Source: an optimization exercise on an open RTL-to-GDS flow (aim: small area, a short achievable clock period and few clock cycles per item). Production flows keep margins and buffers that such runs may drop.
Function was not checked in any run shown here: the RTL went through the layout flow alone.

==> flow/design.v, too long to show whole: its modules and the start of the top module <==
// module square_root32: 1316 lines
module square_root32(
		input wire iCLOCK,
		input wire inRESET,
		input wire iDATA_REQ,
		output wire oDATA_BUSY,
		input wire [31:0] iDATA,
		output wire oDATA_VALID,
		input wire iDATA_BUSY,
		output wire [15:0] oDATA
	);
  // ...
==> flow/flow/run.sh <==
#!/bin/bash
bash standard.sh SETUP_SLACK_MARGIN=10.9 BUFFER_PORTS_ARGS='-buffer_cell sky130_fd_sc_hd__buf_1' finish > standard.log 2>&1
==> flow/standard.sh <==
#!/bin/bash
# synth_recipe.tcl (not shown) runs the flow's synth.tcl, then flattens the netlist and writes it again
# the make line also repeats each setting of config.mk as NAME=value (left out here)
make -C /OpenROAD-flow-scripts/flow DESIGN_CONFIG=/design/flow/config.mk WORK_HOME=/design/flow/orfs CLKGATE_MAP_FILE= SYNTH_SCRIPT=/design/flow/synth_recipe.tcl "${@:-finish}"
==> flow/config.mk <==
export PLATFORM = sky130hd
export DESIGN_NAME = square_root32
export DESIGN_NICKNAME = square_root32
export VERILOG_FILES = /design/flow/design.v
export SDC_FILE = /design/flow/constraint.sdc
export NUM_CORES = 4
export LEC_CHECK = 0
export ABC_AREA = 1
export CAP_MARGIN = 20
export CORE_MARGIN = 2
export CORE_UTILIZATION = 55
export CTS_BUF_LIST = sky130_fd_sc_hd__clkbuf_16
export CTS_CLUSTER_DIAMETER = 80
export CTS_CLUSTER_SIZE = 28
export SLEW_MARGIN = 20
==> flow/constraint.sdc <==
create_clock -name core_clock -period 15.0 [get_ports {iCLOCK}]
set_input_delay 3.0000 -clock core_clock [delete_from_list [all_inputs] [get_ports {iCLOCK}]]
set_output_delay 3.0000 -clock core_clock [all_outputs]
set_load 0.01 [all_outputs]
==> run notes, run 1 <==
status=finished clean; width of the die=168 microns; CTS tree=yes; Multi-input comb cells=1488; highest routed layer=met4; fin. max-slew vios=0; average cell area after synthesis=7.38 sq um; placed instance area=15300 sq um; Seq. cell area=5930 sq um; share of layout cells above drive strength 1=14.3%; Seq/Total Area, Yosys=39.9%; seq_cells=204; largest family of logic cells by synthesized area=simple AND/OR/NAND/NOR gates; path category of the worst min-delay check=reg2reg; Synth Register Bits=204; worst hold start=x2[1]; share of Yosys cell area claimed by the top area cell type=36.6%; worst path cell trace=buf_6; multiplexer area fraction after synthesis=0%; # H-tree levels=1; Regs by FF count=x2 (28), x6 (20); fin area=16700 sq um; number of global-route vias before repair=11700; via count=13100; die area=28300 sq um; min Tclk post-route=4100 ps; most common cell in the netlist=nand2_1
==> run 2, diff against run 1 <==
--- a/flow/design.v
+++ b/flow/design.v
@@ -18,23 +18,23 @@
 	reg b_v2;
 	reg b_v3;
 	reg b_v4;
 	reg b_v5;
 	wire [31:0] x0;
 	wire [0:0] q1;
 	wire [1:0] r1;
 	wire [29:0] x1;
-	reg [1:0] qn2;
-	wire [1:0] q2 = ~qn2;
-	reg [2:0] r2;
-	reg [27:0] x2;
-	wire [2:0] q3;
-	wire [3:0] r3;
-	wire [25:0] x3;
+	wire [1:0] q2;
+	wire [2:0] r2;
+	wire [27:0] x2;
+	reg [2:0] qn3;
+	wire [2:0] q3 = ~qn3;
+	reg [3:0] r3;
+	reg [25:0] x3;
 	wire [3:0] q4;
 	wire [4:0] r4;
 	wire [23:0] x4;
 	wire [4:0] q5;
 	wire [5:0] r5;
 	wire [21:0] x5;
 	reg [5:0] qn6;
 	wire [5:0] q6 = ~qn6;
@@ -90,23 +90,19 @@
 	wire h1_5p = h1_3p & h1_1p;
 	wire [4:0] d1;
 	assign d1[0] = ~(t1[0] ^ sn1[0]);
 	assign d1[1] = t1[1] ^ (sn1[1] ^ (t1[0] | sn1[0]));
 	assign d1[2] = t1[2] ^ (sn1[2] ^ h1_1g);
 	assign d1[3] = t1[3] ^ (sn1[3] ^ h1_4g);
 	assign d1[4] = ~h1_5g;
 	wire ge1 = !d1[4];
-	always @(posedge iCLOCK) begin
-		if (adv) begin
-			qn2 <= ~{q1, ge1};
-			r2 <= (ge1 ? d1[2:0] : t1[2:0]);
-			x2 <= x1[27:0];
-		end
-	end
+	assign q2 = {q1, ge1};
+	assign r2 = (ge1 ? d1[2:0] : t1[2:0]);
+	assign x2 = x1[27:0];
 	wire [4:0] t2 = {r2, x2[27:26]};
 	wire [4:0] sn2 = {1'b1, ~q2, 2'b10};
 	wire h2_1g = (t2[1] & sn2[1]) | ((t2[1] | sn2[1]) & (t2[0] | sn2[0]));
 	wire h2_1p = (t2[1] | sn2[1]) & 1'b0;
 	wire h2_2g = (t2[2] & sn2[2]) | ((t2[2] | sn2[2]) & (t2[1] & sn2[1]));
 	wire h2_2p = (t2[2] | sn2[2]) & (t2[1] | sn2[1]);
 	wire h2_3g = (t2[3] & sn2[3]) | ((t2[3] | sn2[3]) & (t2[2] & sn2[2]));
 	wire h2_3p = (t2[3] | sn2[3]) & (t2[2] | sn2[2]);
@@ -123,19 +119,23 @@
 	wire [5:0] d2;
 	assign d2[0] = ~(t2[0] ^ sn2[0]);
 	assign d2[1] = t2[1] ^ (sn2[1] ^ (t2[0] | sn2[0]));
 	assign d2[2] = t2[2] ^ (sn2[2] ^ h2_1g);
 	assign d2[3] = t2[3] ^ (sn2[3] ^ h2_5g);
 	assign d2[4] = t2[4] ^ (sn2[4] ^ h2_6g);
 	assign d2[5] = ~h2_8g;
 	wire ge2 = !d2[5];
-	assign q3 = {q2, ge2};
-	assign r3 = (ge2 ? d2[3:0] : t2[3:0]);
-	assign x3 = x2[25:0];
+	always @(posedge iCLOCK) begin
+		if (adv) begin
+			qn3 <= ~{q2, ge2};
+			r3 <= (ge2 ? d2[3:0] : t2[3:0]);
+			x3 <= x2[25:0];
+		end
+	end
 	wire [5:0] t3 = {r3, x3[25:24]};
 	wire [5:0] sn3 = {1'b1, ~q3, 2'b10};
 	wire h3_1g = (t3[1] & sn3[1]) | ((t3[1] | sn3[1]) & (t3[0] | sn3[0]));
 	wire h3_1p = (t3[1] | sn3[1]) & 1'b0;
 	wire h3_2g = (t3[2] & sn3[2]) | ((t3[2] | sn3[2]) & (t3[1] & sn3[1]));
 	wire h3_2p = (t3[2] | sn3[2]) & (t3[1] | sn3[1]);
 	wire h3_3g = (t3[3] & sn3[3]) | ((t3[3] | sn3[3]) & (t3[2] & sn3[2]));
 	wire h3_3p = (t3[3] | sn3[3]) & (t3[2] | sn3[2]);
==> run notes, run 2 <==
fin. max-slew vios=0 (unchanged); Max Cap Violations=0 (unchanged); share of layout cells above drive strength 1=11.2% (was 14.3%); clk sinks=204 (unchanged); most common cell in the netlist=nand2_1 (unchanged); # H-tree levels=1 (unchanged); total wire length=33.3 mm (was 36.3 mm); Worst setup SP type=flip-flop (unchanged); RSZ-0062 raised after global routing=yes (unchanged); critical path class=reg2out (unchanged); Final Skew=28.9 ps (was 22.5 ps); commonest non-fill, non-tap cell in the layout=nand2_1 (unchanged); CP top delay family=flip-flops (unchanged); Clock transition at path regs=100 ps (about the same); WL/cell=13.9 microns (was 14.6 microns); area grow syn2layout=12.8% (was 12.4%); pin count of the biggest net entering global routing=82 (was 75); ant diodes=0 (unchanged); via count=12500 (was 13100); min Tclk post-route=4110 ps (was 4100 ps); fill count=2232 (was 2416); clock tree buffer depth=3 (unchanged); ANT nets after route=0 (unchanged); Num CTS Buffers=13 (was 14); worst path cell trace=buf_6 (unchanged); WP data required=12000 ps (about the same); Most flops, register=x3 (was x2); Worst Setup End Kind=output pin (unchanged); number of global-route vias before repair=10800 (was 11700); max reg flops=26 (was 28); Worst Tran Pin Value=1000 ps (was 925 ps); Synth top cells by count=667 x nand2_1, 287 x inv_1, 181 x edfxtp_1, 153 x nor2_1, 132 x nand3_1 (was 653 x nand2_1, 273 x inv_1, 181 x edfxtp_1, 166 x nand3_1, 161 x nor2_1); Die H=164 microns (was 168 microns); post-DR vias/cell=5.23 (was 5.25); DR DRC count=0 (unchanged); Slowest cell on crit path=dfrtp_4 (unchanged); final period utilization=27.4% (was 27.3%); status=finished clean (unchanged); initial antenna violation count=0 (unchanged); Most used DFF post-synth=edfxtp_1 (unchanged); Synth area leader=edfxtp_1 (unchanged); CTS root buffer=clkbuf_16 (unchanged); DPL Wire Length=24.8 mm (was 27.5 mm); Worst Slack Setup Final=10890 ps (was 10900 ps); syn nets=2002 (was 2078); die area=27000 sq um (was 28300 sq um); CTS tree=yes (unchanged); Core Rows=58 (was 60); worst path bufs/invs=1 (unchanged); most frequent cells in the layout=657 x nand2_1, 275 x inv_1, 181 x edfxtp_1 (was 637 x nand2_1, 267 x inv_1, 181 x edfxtp_1); Hold-fix buffers, CTS=0 (unchanged); Seq/Total Area, Yosys=41.9% (was 39.9%); Synth Register Bits=204 (unchanged); Achievable Freq=243 MHz (was 244 MHz); global-route wire length before repair=52.6 mm (was 57.3 mm); warnings from Yosys=1 (unchanged); share of Yosys cell area claimed by the top area cell type=38.4% (was 36.6%); Regs by FF count=x3 (26), x6 (20) (was x2 (28), x6 (20)); Critical Path AT=1110 ps (was 1100 ps); worst-skew pair later-pin latency=490 ps (was 500 ps); worst-path maximum fanout=4 (was 3); ys async rst share=3.43% (unchanged); average cell area after synthesis=7.30 sq um (was 7.38 sq um); post-synthesis cell type count=49 (was 59); slew margin rel.=33.3% (was 38.3%); PortBufs=53 (unchanged); area of the multi-input gates=7260 sq um (was 7860 sq um); Final nets=2121 (was 2207); setup_tns=0 ps (unchanged); top-level port count=54 (unchanged); Initial Util=56.2% (was 55.6%); pre-CTS worst setup slack=10220 ps (was 10230 ps); final number of hold-violating endpoints=0 (unchanged); path category of the worst min-delay check=reg2reg (unchanged); Overall Global Routing Usage=24.2% (was 24.8%); Mapped Area=14100 sq um (was 14800 sq um); DRT Pass-1 Iters=7 (was 6); Synth area leaders=edfxtp_1 38%, nand2_1 18%, inv_1 7.6%, nand3_1 4.7%, nor2_1 4.1% (was edfxtp_1 37%, nand2_1 17%, inv_1 6.9%, nand3_1 5.6%, nor2_1 4.1%); cells after synthesis=1937 (was 2012); core area=25200 sq um (was 26700 sq um); endpoints failing setup=0 (unchanged); gr ovfl total=0 (unchanged); number of synthesized flops with an enable pin=181 (unchanged); Seq. cell area=5930 sq um (unchanged); width of the die=164 microns (was 168 microns); drt initial violations=944 (was 881); max incr delay on CP=500 ps (was 490 ps); routability cong.=0.919 (was 0.960)
[run 2: changes by cell type in the layout (fill, tap and decap cells not counted), moves of 8 or more]
cell | previous run | this run
a21oi_1 | 43 | 52
inv_1 | 267 | 275
nand2_1 | 637 | 657
nand3_1 | 161 | 125
buf_4 | 77 | 64
nand2_2 | 63 | 30
[run 2: what timing repair did]
item | 4_1_cts | 5_1_grt
setup buffers | 17 | 46
gates cloned | 1 | 5
pin swaps | 0 | 20
gates resized for setup | 24 | 61
endpoints found under the setup margin | 47 | 55
[run 2: final timing paths]
kind / startpoint / endpoint / slack (ps) / cells after the start
setup / recovery: b_skid_valid / oDATA_BUSY / 10890 / 1
hold / removal: x3[13] / x6[13] / 410 / 0
setup reg to reg: x9[12] / r12[7] / 11130 / 27
hold reg to reg: x3[13] / x6[13] / 410 / 0
max in group asynchronous: inRESET / b_skid_valid / 12320 / 1
min in group asynchronous: inRESET / b_out_valid / 2390 / 1
[run 2: cells by family (layout without fill, tap and decap cells)]
| logic type | after synthesis | in the layout | synth area share, % |
|---|---|---|---|
| XOR/XNOR | 77 | 77 | 4.77 |
| AO/OA/AOI/OAI | 231 | 231 | 9.29 |
| flip-flops | 204 | 204 | 41.9 |
| buffers and inverters | 323 | 442 | 9.01 |
| AND/OR/NAND/NOR | 1073 | 1079 | 32.4 |
| adder cells (fa/ha/maj) | 29 | 29 | 2.57 |
[run 2: per-layer routing]
layer	share of wire, %	GRT usage (%)	routed length [microns]	up-vias
met2	45	39.5	15000	308
met5	0	0	0	-
met1	49	35.7	16400	5660
met4	1.4	3.99	460	0
met3	4.6	1.99	1540	30
li1	-	-	-	6520
[run 2: stage by stage]
stage          cell area [sq um]  hold WS (ps)  utilization [%]  cells
2_1_floorplan              14200           400                -   1937
3_3_place_gp               14700           400             58.3   2302
3_5_place_dp               14700           405             58.3   2302
6_report                   15900           415             63.3   2392
4_1_cts                    15300           419             60.9   2341
5_1_grt                    15900           416             63.3   2392
[run 2: area by class of cell]
class | instances | share of cell area [%]
Clock buffer | 13 | 2.04
Timing Repair Buffer | 118 | 4.59
Sequential cell | 204 | 37.2
Inverter | 303 | 7.44
Clock inverter | 8 | 0.612
Tap cell | 330 | 2.59
Multi-Input combinational cell | 1416 | 45.5

## afterwards: timing with drivers on the ports
No port has a modelled driver above. Below, the same layouts with a new extraction and two added sets of constraints. Step 1 (the two cells are an assumption about what drives the block):
set clk [get_ports {iCLOCK}]
set_driving_cell -lib_cell sky130_fd_sc_hd__clkbuf_16 $clk
set_driving_cell -lib_cell sky130_fd_sc_hd__buf_2 [delete_from_list [all_inputs] $clk]
Step 2 adds t to the input delays and takes it off the output delays; t is the mean of the earliest and latest rising clock arrival at the registers after step 1. Input paths then give back, and output paths get back, about the clock's delay inside the block. a / b / c = ideal / step 1 / step 2; a / b = the first two.
run | t (ns) | setup WS [ns] | pins driven straight from the clock port
run 1 | 0.541 | 10.902 / 10.849 / 10.953 | 1
run 2 | 0.520 | 10.892 / 10.843 / 10.377 | 1
After both steps every run listed still meets setup and hold. For run 2, which loses most, drivers alone change the setup slack by -0.049 ns; drivers and shift together by -0.515 ns.
